Background: an optimization exercise with open tools, aiming at small area. Do not read the settings as production practice.
No functional check of the RTL was part of any run shown here.
Power is estimated from default activity; no workload was simulated.

==> flow/design.v (outline; a module is shown in full before it is edited, if it fits) <==
// module O22AI: 5 lines
// module A22OI: 5 lines
// module NOR2: 5 lines
// module NAND2: 5 lines
// module NOR3B: 5 lines
// module NOR2B: 5 lines
// module NAND2B: 5 lines
// module O2BB2AI: 5 lines
// module MUX2: 5 lines
// module MUX2V: 10 lines
// module NOR2V: 8 lines
// module ANDNV: 8 lines
// module PEOUT: 10 lines
// module IOSEL: 9 lines
// module SW4N: 12 lines
// module SW5N: 13 lines
// module SW6N: 13 lines
// module XBN: 12 lines
// module XBP: 12 lines
// module FA: 6 lines
// module XNOR2: 5 lines
// module XOR2: 5 lines
// module O21AI: 5 lines
// module O211AI: 5 lines
// module INV: 5 lines
// module GI: 5 lines
// module GP: 5 lines
// module OR2: 5 lines
// module ALU: 662 lines
// module Core: 360 lines
module Core(clk, reset, config_en, config_in, config_out, in0, in1, in2, in3, in4, in5, in6, in7, out0, out1, out2, out3, out4, out5, out6, out7);
  // ...
==> flow/flow/run.sh <==
#!/bin/bash
# Own layout flow: the standard ORFS flow, except that synthesis maps the
# combinational logic with an area-oriented ABC script (flow/abc_area.script)
# instead of ORFS's delay-oriented one. Everything else (yosys passes, register
# mapping, flattening and renaming, floorplan, placement, CTS, routing) is the
# standard flow, run through a copy of standard.sh.
set -euo pipefail
HERE=$(pwd)
FLOWDIR=$HERE/flow
mkdir -p $HERE/custom
# ORFS synth.tcl with the final technology-mapping abc call using our script
sed 's#^\(\s*\)log_cmd abc {\*}\$abc_args$#\1log_cmd abc {*}[lreplace $abc_args 1 1 '"$FLOWDIR"'/abc_area.script]#' \
    $FLOW_HOME/scripts/synth.tcl > $HERE/custom/synth.tcl
grep -q "abc_area.script\]" $HERE/custom/synth.tcl
# The standard flow's synthesis wrapper, sourcing the patched synth.tcl
sed 's#source \$::env(SCRIPTS_DIR)/synth.tcl#source '"$HERE"'/custom/synth.tcl#' synth_recipe.tcl > $HERE/custom/synth_recipe.tcl
grep -q "custom/synth.tcl" $HERE/custom/synth_recipe.tcl
# standard.sh with our synthesis script
sed 's#SYNTH_SCRIPT=[^ ]*synth_recipe.tcl#SYNTH_SCRIPT='"$HERE"'/custom/synth_recipe.tcl#' standard.sh > $HERE/custom/standard.sh
grep -q "custom/synth_recipe.tcl" $HERE/custom/standard.sh
bash $HERE/custom/standard.sh finish > $HERE/flow.log 2>&1
==> flow/flow/abc_area.script <==
&get -n
&st
&dch
&nf -p -R 1000 -F 8 -A 4 -C 32
&put
==> flow/standard.sh <==
#!/bin/bash
# synth_recipe.tcl (not shown) runs the flow's synth.tcl, then flattens the netlist and writes it again
# the make line also repeats each setting of config.mk as NAME=value (left out here)
make -C /OpenROAD-flow-scripts/flow DESIGN_CONFIG=/design/flow/config.mk WORK_HOME=/design/flow/orfs CLKGATE_MAP_FILE= SYNTH_SCRIPT=/design/flow/synth_recipe.tcl "${@:-finish}"
==> flow/config.mk <==
export PLATFORM = sky130hd
export DESIGN_NAME = Core
export DESIGN_NICKNAME = Core
export VERILOG_FILES = /design/flow/design.v
export SDC_FILE = /design/flow/constraint.sdc
export NUM_CORES = 8
export LEC_CHECK = 0
export CAP_MARGIN = 20
export CORE_MARGIN = 2
export CORE_UTILIZATION = 40
export SLEW_MARGIN = 20
export SYNTH_HIERARCHICAL = 1
==> flow/constraint.sdc <==
create_clock -name core_clock -period 10.0 [get_ports {clk}]
set_input_delay 2.0000 -clock core_clock [delete_from_list [all_inputs] [get_ports {clk}]]
set_output_delay 2.0000 -clock core_clock [all_outputs]
set_load 0.01 [all_outputs]
==> summary.txt, run 1 <==
met3 wire length 83.8 mm; met2 Use GR 0.521; leakage 0.0502 uW; min-delay worst type flip-flop to flip-flop; I/O pins 261; ys async rst share 1.00; dpl hpwl 484 mm; Post-synth top cells 2976 x nand2_1, 2560 x o22ai_1, 1344 x fa_1, 1136 x dfrtp_1, 896 x a22oi_1; maximum clock path buffer count 4; setup TNS 0 ns; Post-CTS Setup Inserts 0; Layout Cells excl Fill around 21k; clock share of power 0.094; synth unique cells 31; FILL cells 32.1k; CTS root buf clkbuf_16; non-clock buffer area fraction after layout 0.0572; first-pass GRT wire length 925 mm; IO Port Bufs 260; Clock Sinks roughly 1.1k; met2 WL 260 mm; Non-CTS buffers 1065; Critical path origin cfg[217]$_DFF_PP0_; Top class by area multi-input gates; vias in the first global route approximately 130k; Final min period 8.95 ns; Peak VDD IR 0.000274 V; Pwr Total 62400 uW; Buf+Inv Stages, Crit Path 3; Setup Skew 0.0618 ns; ys flop type dfrtp_1; Yosys warning count 7; Comb power frac 0.756; status no timing/DRC/antenna violations; comb pwr 47100 uW; cell breakdown of the critical path clkinv_1 > o22ai_2 > o22ai_1 > nor3b_1 > o22ai_1 > nor2b_1 > and3_1 > nand2_1 > o21ai_0 > buf_4 > a21oi_1 > xnor2_1 > fa_1 > fa_1 > fa_1 > fa_1 > fa_1 > clkinv_1 > a21oi_1 > o21ai_0 > a21oi_1 > o21ai_0 > xor2_1 > o22ai_1; DR WL/cell 30.3 um; CP max stage delay 1.06 ns; CP dominant cell by count fa_1; max FFs per register 368; FF-to-FF End alu_q11[15]$_DFF_PP0_; Syn Std Cell Area approximately 130000 um2; Slew Limit Headroom 0.0562; M3 GR Usage 0.124
==> run 2, diff against run 1 <==
--- a/flow/flow/run.sh
+++ b/flow/flow/run.sh
@@ -1,9 +1,13 @@
 #!/bin/bash
-# Own layout flow: the standard ORFS flow, except that synthesis maps the
-# combinational logic with an area-oriented ABC script (flow/abc_area.script)
-# instead of ORFS's delay-oriented one. Everything else (yosys passes, register
-# mapping, flattening and renaming, floorplan, placement, CTS, routing) is the
-# standard flow, run through a copy of standard.sh.
+# Own layout flow: the standard ORFS flow, except that
+#  * synthesis maps the combinational logic with an area-oriented ABC script
+#    (flow/abc_area.script) instead of ORFS's delay-oriented one; every other
+#    synthesis pass (register mapping, flattening, renaming) is the standard flow's own;
+#  * the ORFS variables listed in flow/extra_args (one NAME=value per line) are
+#    passed to make on top of the standard flow's settings.
+# The rest (floorplan, placement, CTS, routing, final) is the standard flow,
+# run through a copy of the standard.sh. Each tool writes its full log under
+# orfs/logs/ as usual; make's own output goes to flow.log.
 set -euo pipefail
 HERE=$(pwd)
 FLOWDIR=$HERE/flow
@@ -18,4 +22,11 @@
 # standard.sh with our synthesis script
 sed 's#SYNTH_SCRIPT=[^ ]*synth_recipe.tcl#SYNTH_SCRIPT='"$HERE"'/custom/synth_recipe.tcl#' standard.sh > $HERE/custom/standard.sh
 grep -q "custom/synth_recipe.tcl" $HERE/custom/standard.sh
-bash $HERE/custom/standard.sh finish > $HERE/flow.log 2>&1
+EXTRA=()
+if [[ -f $FLOWDIR/extra_args ]]; then
+  while IFS= read -r line; do
+    [[ -z "$line" || "$line" == \#* ]] && continue
+    EXTRA+=("$line")
+  done < $FLOWDIR/extra_args
+fi
+bash $HERE/custom/standard.sh "${EXTRA[@]}" finish > $HERE/flow.log 2>&1
==> flow/flow/extra_args (new file) <==
RECOVER_POWER=100
CTS_ARGS=-sink_clustering_enable -repair_clock_nets -dont_use_dummy_load
==> summary.txt, run 2 <==
nature of the critical path startpoint flip-flop (unchanged); clock latency (worst-skew pair) 0.90 ns (was 0.91 ns); worst setup margin 0.313 ns (was 1.05 ns); Layout Nets 18.4k (about the same); worst-path maximum fanout 19 (unchanged); CP arrival 10.40 ns (was 9.70 ns); RSZ-0062 raised after global routing false (unchanged); largest net degree at the start of global routing 137 (unchanged); Net Count, Synth 17.2k (unchanged); max-cap check violation count 72 (was 0); synth unique cells 31 (unchanged); CTS tree built (unchanged); # rows 211 (unchanged); most frequent cell after synthesis nand2_1 (unchanged); die width 580 um (unchanged); Pwr Total 60700 uW (was 62400 uW); hold path cells 1 (unchanged); Req. time, crit path 10.72 ns (was 10.74 ns); final hold viol count 0 (unchanged); routed wire length 639 mm (was 641 mm); Worst-Margin Slew 5.78 ns (was 1.42 ns); busiest grt layer met2 (unchanged); cts bufs inserted 150 (unchanged); leading area contributor after synthesis dfrtp_1 (unchanged); FILL cells 32.4k (was 32.1k); most common cell after layout, fill and taps aside nand2_1 (unchanged); M3 GR Usage 0.124 (about the same); Yosys warning count 7 (unchanged); setup TNS 0 ns (unchanged); Setup Skew 0.0992 ns (was 0.0618 ns); I/O pins 261 (unchanged); Syn Std Cell Area 133000 um2 (unchanged); core area 330000 um2 (unchanged); total gr overflow 0 (unchanged); synthesized instance count 15.4k (unchanged); hold bufs inserted after CTS 0 (unchanged); pwr dens 402 nW/um2 (was 406 nW/um2); leakage 0.0489 uW (was 0.0502 uW); min-delay worst type flip-flop to flip-flop (unchanged); Critical path origin cfg[21]$_DFF_PP0_ (was cfg[217]$_DFF_PP0_); Final min period 9.69 ns (was 8.95 ns); Worst setup EP type flip-flop (unchanged); Post-CTS Setup Inserts 0 (unchanged); DR WL/cell 30.4 um (was 30.3 um); Fail Reasons max-capacitance violations, max-slew violations; worst r2r src cfg[21]$_DFF_PP0_ (was cfg[217]$_DFF_PP0_); status complete, but fails checks (was no timing/DRC/antenna violations); Post-synth EDFFs 0 (unchanged); dominant cells by area after synthesis dfrtp_1 21%, fa_1 20%, o22ai_1 12%, nand2_1 8.4%, a22oi_1 5.1% (unchanged); fin area 151000 um2 (was 154000 um2); Clock Sinks 1136 (unchanged); met2 Use GR 0.520 (was 0.521); Post-synth top cells 2976 x nand2_1, 2560 x o22ai_1, 1344 x fa_1, 1136 x dfrtp_1, 896 x a22oi_1 (unchanged); initial antenna violation count 44 (was 35); Hold Slack 0.497 ns (was 0.502 ns); sequential area share after synthesis 0.214 (unchanged); cell breakdown of the critical path buf_4 > clkinv_1 > clkbuf_1 > o22ai_1 > clkbuf_1 > o22ai_1 > nor3b_1 > o22ai_1 > nor2b_1 > o22ai_1 > buf_4 > a211oi_1 > fa_1 > fa_1 > fa_1 > fa_1 > fa_1 > clkinv_1 > a21oi_1 > o21ai_0 > a21oi_1 > o21ai_0 > xor2_1 > o22ai_1 (was clkinv_1 > o22ai_2 > o22ai_1 > nor3b_1 > o22ai_1 > nor2b_1 > and3_1 > nand2_1 > o21ai_0 > buf_4 > a21oi_1 > xnor2_1 > fa_1 > fa_1 > fa_1 > fa_1 > fa_1 > clkinv_1 > a21oi_1 > o21ai_0 > a21oi_1 > o21ai_0 > xor2_1 > o22ai_1); HP Start cfg[251]$_DFF_PP0_ (was cfg[12]$_DFF_PP0_); top cell type's share of synthesized area 0.214 (unchanged); Antenna Violating Nets Remaining 0 (unchanged); DRT iter0 DRCs 21.3k (was 21.1k); IO Port Bufs 260 (unchanged); commonest cells after routing, fill and taps aside 2976 x nand2_1, 2473 x o22ai_1, 1344 x fa_1 (was 2976 x nand2_1, 2392 x o22ai_1, 1344 x fa_1); pre-CTS setup slack 1.45 ns (unchanged); Peak VDD IR 0.000274 V (about the same); vias in the first global route 130k (about the same); Initial Util 0.402 (unchanged); share of cells above drive strength 1 0.0551 (was 0.0746); final setup fails 0 (unchanged); die area 336000 um2 (unchanged); vias after detailed routing 139k (about the same); ys async rst share 1.00 (unchanged); Slew Limit Headroom -2.85 (was 0.0562); Total GRT Usage 0.369 (about the same); CTS root buf clkbuf_16 (unchanged); number of vias per cell 6.58 (about the same); Reg2Reg Depth 24 (unchanged); first-pass GRT wire length 924 mm (was 925 mm); Crit-path slowest cell o22ai_1 (was o22ai_2); max-slew violations 1379 (was 0); maximum clock rate 103 MHz (was 112 MHz); H-Tree Depth 4 (unchanged); Area Growth Syn to Fin 13.9% (was 15.8%); critical path class flip-flop to flip-flop (unchanged); first drt pass iteration count 12 (was 11); ys flop type dfrtp_1 (unchanged); register with the most flip-flops cfg (unchanged); maximum clock path buffer count 4 (unchanged); CTS-repair resized insts 0 (unchanged); Placement Cell Area 148000 um2 (unchanged); #FFs+latches synth 1136 (unchanged); met1 Resource Use GR 0.473 (was 0.474); Die Ht 580 um (unchanged); DRC errors left 0 (unchanged); fin crit share 0.969 (was 0.895); CP max stage delay 1.58 ns (was 1.06 ns); dpl hpwl 484 mm (unchanged); max FFs per register 368 (unchanged); synthesized area per cell 8.60 um2 (unchanged); gpl congestion 1.06 (unchanged); Worst-path clk slew 0.06 ns (about the same)
[run 2: cells by family (layout without fill, tap and decap cells)]
group                    after synthesis  after routing  share of synthesized area
AO/OA/AOI/OAI                       5160           5160                      0.245
XOR/XNOR                             864            864                     0.0571
adder cells (fa/ha/maj)             1632           1632                      0.230
buffers and inverters                577           1791                     0.0163
flip-flops                          1136           1136                      0.214
multiplexers                         424            424                     0.0357
other                                  0             47                          0
AND/OR/NAND/NOR                     5632           5632                      0.202
[run 2: per-layer routing]
layer | vias up | wire length (um) | share of wire
met1 | 67783 | 241000 | 0.38
met2 | 9443 | 259000 | 0.41
met3 | 2162 | 83100 | 0.13
li1 | 59158 | - | -
met5 | - | 239 | 0.00037
met4 | 24 | 55800 | 0.087
[run 2: worst max-delay path: cells and delay by family, from the launching register on]
family	cells	cell delay, ns
AOI/OAI and AO/OA	10	3.88
xor gates and xnor gates	1	0.22
adders and majority gates	5	2.22
buffers and inverters	6	1.96
DFF	1	0.32
and+or+nand+nor	2	0.98
[run 2: power breakdown]
| group | internal [uW] | switching (uW) |
|---|---|---|
| combinational | 16400 | 30200 |
| clock | 2620 | 2170 |
| sequential | 6670 | 2650 |
[run 2: area by class of cell]
cell class / instances / area [um2] / share of cell area
antenna: 47 / 118 / 0.000779
clock buffer: 150 / 3750 / 0.0249
inverter: 577 / 2170 / 0.0143
multi-input combinational: 13712 / 103000 / 0.682
sequential: 1136 / 28400 / 0.188
tap: 4366 / 5460 / 0.0362
timing repair buffer: 1064 / 8160 / 0.0540
[run 2: worst paths after layout]
kind                       slack [ns]                    end
hold / removal                   0.50     cfg[252]$_DFF_PP0_
setup reg to reg                 0.31  alu_q12[15]$_DFF_PP0_
setup / recovery                 0.31  alu_q12[15]$_DFF_PP0_
min in group asynchronous        3.30     cfg[115]$_DFF_PP0_
max in group asynchronous        1.56    bm_q5[15]$_DFF_PP0_
hold reg to reg                  0.50     cfg[252]$_DFF_PP0_
[run 2: metrics by stage]
stage	util	std cells
after floorplan	-	15425
after detailed placement	0.449	20851
after global placement	0.448	20851
after global routing	0.457	21009
final	0.457	21052
after CTS	0.460	21001
[run 2: per-module statistics from Yosys (local to each module, per instance), excerpt]
module,times used,cells,flip-flops and latches,cell area (um2)
O211AI,16,1,0,7.51
OR2,240,1,0,6.26
NOR2,256,1,0,3.75
MUX2,368,1,0,11.3
GI,160,1,0,5.00
INV,96,1,0,3.75
ALU,16,302,0,1540
NOR3B,384,1,0,7.51
NOR2B,640,1,0,6.26
PEOUT,16,1,0,3.75
NAND2,512,1,0,3.75
O2BB2AI,128,2,0,8.76
O21AI,240,1,0,5.00
XNOR2,240,1,0,8.76
==> run 3, diff against run 2 <==
--- a/flow/config.mk
+++ b/flow/config.mk
@@ -5,8 +5,8 @@
 export SDC_FILE = /design/flow/constraint.sdc
 export NUM_CORES = 8
 export LEC_CHECK = 0
-export CAP_MARGIN = 20
+export CAP_MARGIN = 10
 export CORE_MARGIN = 2
 export CORE_UTILIZATION = 40
-export SLEW_MARGIN = 20
+export SLEW_MARGIN = 10
 export SYNTH_HIERARCHICAL = 1
==> summary.txt, run 3 <==
status complete, but fails checks (unchanged); CTS tree built (unchanged); Setup Skew 0.120 ns (was 0.0992 ns); nature of the critical path startpoint flip-flop (unchanged); worst-path maximum fanout 15 (was 19); total gr overflow 0 (unchanged); DRC errors left 0 (unchanged); clock latency (worst-skew pair) 0.92 ns (was 0.90 ns); HP Start cfg[250]$_DFF_PP0_ (was cfg[251]$_DFF_PP0_); # rows 211 (unchanged); final hold viol count 0 (unchanged); pwr dens 402 nW/um2 (about the same); Net Count, Synth 17.2k (unchanged); first-pass GRT wire length 924 mm (about the same); CP arrival 10.27 ns (was 10.40 ns); CTS root buf clkbuf_16 (unchanged); ys async rst share 1.00 (unchanged); CTS-repair resized insts 0 (unchanged); Register Area 28400 um2 (unchanged); Worst-path clk slew 0.05 ns (was 0.06 ns); max FFs per register 368 (unchanged); number of vias per cell 6.59 (was 6.58); top cell type's share of synthesized area 0.214 (unchanged); Req. time, crit path 10.74 ns (was 10.72 ns); H-Tree Depth 4 (unchanged); vias in the first global route 130k (about the same); die area 336000 um2 (unchanged); final setup fails 0 (unchanged); dpl hpwl 484 mm (about the same); Total GRT Usage 0.369 (about the same); Post-synth top cells 2976 x nand2_1, 2560 x o22ai_1, 1344 x fa_1, 1136 x dfrtp_1, 896 x a22oi_1 (unchanged); RSZ-0062 raised after global routing false (unchanged); core area 330000 um2 (unchanged); Worst-Margin Slew 5.85 ns (was 5.78 ns); maximum clock rate 105 MHz (was 103 MHz); ys flop type dfrtp_1 (unchanged); max-cap check violation count 73 (was 72); Die Ht 580 um (unchanged); initial antenna violation count 52 (was 44); FILL cells 32.6k (was 32.4k); leading area contributor after synthesis dfrtp_1 (unchanged); pre-CTS setup slack 1.42 ns (was 1.45 ns); most frequent cell after synthesis nand2_1 (unchanged); vias after detailed routing 139k (about the same); critical path class flip-flop to flip-flop (unchanged); Area Growth Syn to Fin 13.6% (was 13.9%); leakage 0.0488 uW (was 0.0489 uW); #FFs+latches synth 1136 (unchanged); synth unique cells 31 (unchanged); hold bufs inserted after CTS 0 (unchanged); fin crit share 0.953 (was 0.969); IO Port Bufs 260 (unchanged); worst setup margin 0.466 ns (was 0.313 ns); Slew Limit Headroom -2.90 (was -2.85); DRT iter0 DRCs 21.0k (was 21.3k); maximum clock path buffer count 4 (unchanged); cts bufs inserted 148 (was 150); Antenna Violating Nets Remaining 0 (unchanged); Initial Util 0.402 (unchanged); Worst setup EP type flip-flop (unchanged); Post-CTS Setup Inserts 0 (unchanged); largest net degree at the start of global routing 137 (unchanged); commonest cells after routing, fill and taps aside 2976 x nand2_1, 2481 x o22ai_1, 1344 x fa_1 (was 2976 x nand2_1, 2473 x o22ai_1, 1344 x fa_1); Fail Reasons max-capacitance violations, max-slew violations (unchanged); synthesized area per cell 8.60 um2 (unchanged); Syn Std Cell Area 133000 um2 (unchanged); register with the most flip-flops cfg (unchanged); DR WL/cell 30.4 um (about the same); sequential area share after synthesis 0.214 (unchanged); Post-synth EDFFs 0 (unchanged); Peak VDD IR 0.000265 V (was 0.000274 V); synthesized instance count 15.4k (unchanged); min-delay worst type flip-flop to flip-flop (unchanged); die width 580 um (unchanged); worst r2r src cfg[105]$_DFF_PP0_ (was cfg[21]$_DFF_PP0_); gpl congestion 1.06 (unchanged); Critical path origin cfg[105]$_DFF_PP0_ (was cfg[21]$_DFF_PP0_); I/O pins 261 (unchanged); Final min period 9.53 ns (was 9.69 ns); dominant cells by area after synthesis dfrtp_1 21%, fa_1 20%, o22ai_1 12%, nand2_1 8.4%, a22oi_1 5.1% (unchanged); setup TNS 0 ns (unchanged); area of the multi-input gates 103000 um2 (about the same); routed wire length 640 mm (was 639 mm); Clock Sinks 1136 (unchanged); max-slew violations 1407 (was 1379); Yosys warning count 7 (unchanged); first drt pass iteration count 13 (was 12); Layout Nets 18.4k (about the same); most common cell after layout, fill and taps aside nand2_1 (unchanged); share of cells above drive strength 1 0.0533 (was 0.0551)
[run 3: per-stage QoR]
stage	cells	area, um2	util	hold WS [ns]	power (uW)
floorplan	15425	133000	-	0.469	36300
global placement	20851	148000	0.448	0.482	54100
detailed placement	20851	148000	0.448	0.491	54500
CTS	20999	152000	0.460	0.471	59500
global route	21009	151000	0.456	0.492	64100
finish	21036	151000	0.456	0.478	60600
[run 3: cells by family after synthesis]
| group | after synthesis | synth area share |
|---|---|---|
| buffers and inverters | 577 | 0.0163 |
| adders and majority gates | 1632 | 0.230 |
| DFF | 1136 | 0.214 |
| muxes | 424 | 0.0357 |
| and+or+nand+nor | 5632 | 0.202 |
| AOI/OAI and AO/OA | 5160 | 0.245 |
| xor gates and xnor gates | 864 | 0.0571 |
[run 3: cell type report]
class / count / share of cell area
sequential: 1136 / 0.189
timing repair buffer: 1062 / 0.0537
tap: 4366 / 0.0362
inverter: 577 / 0.0144
antenna: 35 / 0.000581
clock buffer: 148 / 0.0246
multi-input combinational: 13712 / 0.682
[run 3: final timing paths]
path	to	slack, ns	depth (start not counted)
worst min register to register	cfg[251]$_DFF_PP0_	0.48	1
worst max-delay path	alu_q10[15]$_DFF_PP0_	0.47	22
worst min-delay path	cfg[251]$_DFF_PP0_	0.48	1
min in group asynchronous	cfg[115]$_DFF_PP0_	3.30	2
worst max register to register	alu_q10[15]$_DFF_PP0_	0.47	22
max in group asynchronous	mem_q7[9]$_DFF_PP0_	1.58	4
[run 3: Yosys stat by module (local to each module, per instance), a selection]
module	cells	cell area [um2]	times used
O21AI	1	5.00	240
GP	1	5.00	80
GI	1	5.00	160
MUX2	1	11.3	368
NOR2B	1	6.26	640
OR2	1	6.26	240
O211AI	1	7.51	16
NOR3B	1	7.51	384
INV	1	3.75	96
Core	1585	31300	1
NAND2	1	3.75	512
[run 3: critical path, cell delays in order (launching register included)]
cell	delay [ns]
dfrtp_1	0.34
clkinv_1	0.26
buf_4	0.33
o22ai_1	1.62
clkbuf_1	0.76
o22ai_1	0.13
nor2_1	0.43
o22ai_1	0.13
nor2b_1	0.44
o22ai_1	0.62
a211oi_1	0.53
fa_1	0.51
fa_1	0.42
fa_1	0.39
fa_1	0.41
fa_1	0.42
clkinv_1	0.06
a21oi_1	0.11
o21ai_0	0.49
a21oi_1	0.25
o21ai_0	0.26
xor2_1	0.32
o22ai_1	0.14
[run 3: power breakdown]
group	total (uW)	switching [uW]	internal, uW	leakage, uW
Sequential	9300	2630	6670	0.0141
Combinational	46500	30200	16400	0.0329
Clock	4750	2160	2590	0.00182
[run 3: metal layers]
metal	global-route usage	vias to the layer above	part of all wire
met2	0.521	9213	0.40
met3	0.124	2206	0.13
met4	0.255	56	0.088
met5	0.00964	-	0.0014
li1	-	59120	-
met1	0.472	68041	0.38

afterwards: timing with drivers on the ports:
Ports are ideal in the flow. The routed layouts listed here were re-timed in OpenROAD. Step 1 (the two cells are an assumption about what drives the block):
set clk [get_ports {clk}]
set_driving_cell -lib_cell sky130_fd_sc_hd__clkbuf_16 $clk
set_driving_cell -lib_cell sky130_fd_sc_hd__buf_2 [delete_from_list [all_inputs] $clk]
Step 2 adds t to the input delays and takes it off the output delays; t is the mean of the earliest and latest rising clock arrival at the registers after step 1. Input paths then give back, and output paths get back, about the clock's delay inside the block. Three values: no drivers, after step 1, after step 2; two values: the first two.
run	shift t [ns]	setup WS [ns]	latest minus earliest clock arrival (ns)	worst register clock-pin slew, ns
run 1	0.994	1.047 / 1.047 / 1.047	0.068 / 0.068	0.07 / 0.07
run 2	0.971	0.313 / 0.313 / 0.031	0.099 / 0.099	0.07 / 0.07
run 3	0.978	0.466 / 0.466 / 0.022	0.123 / 0.124	0.07 / 0.07
For run 3, which loses most, drivers alone change the setup slack by 0.000 ns; drivers and shift together by -0.444 ns.
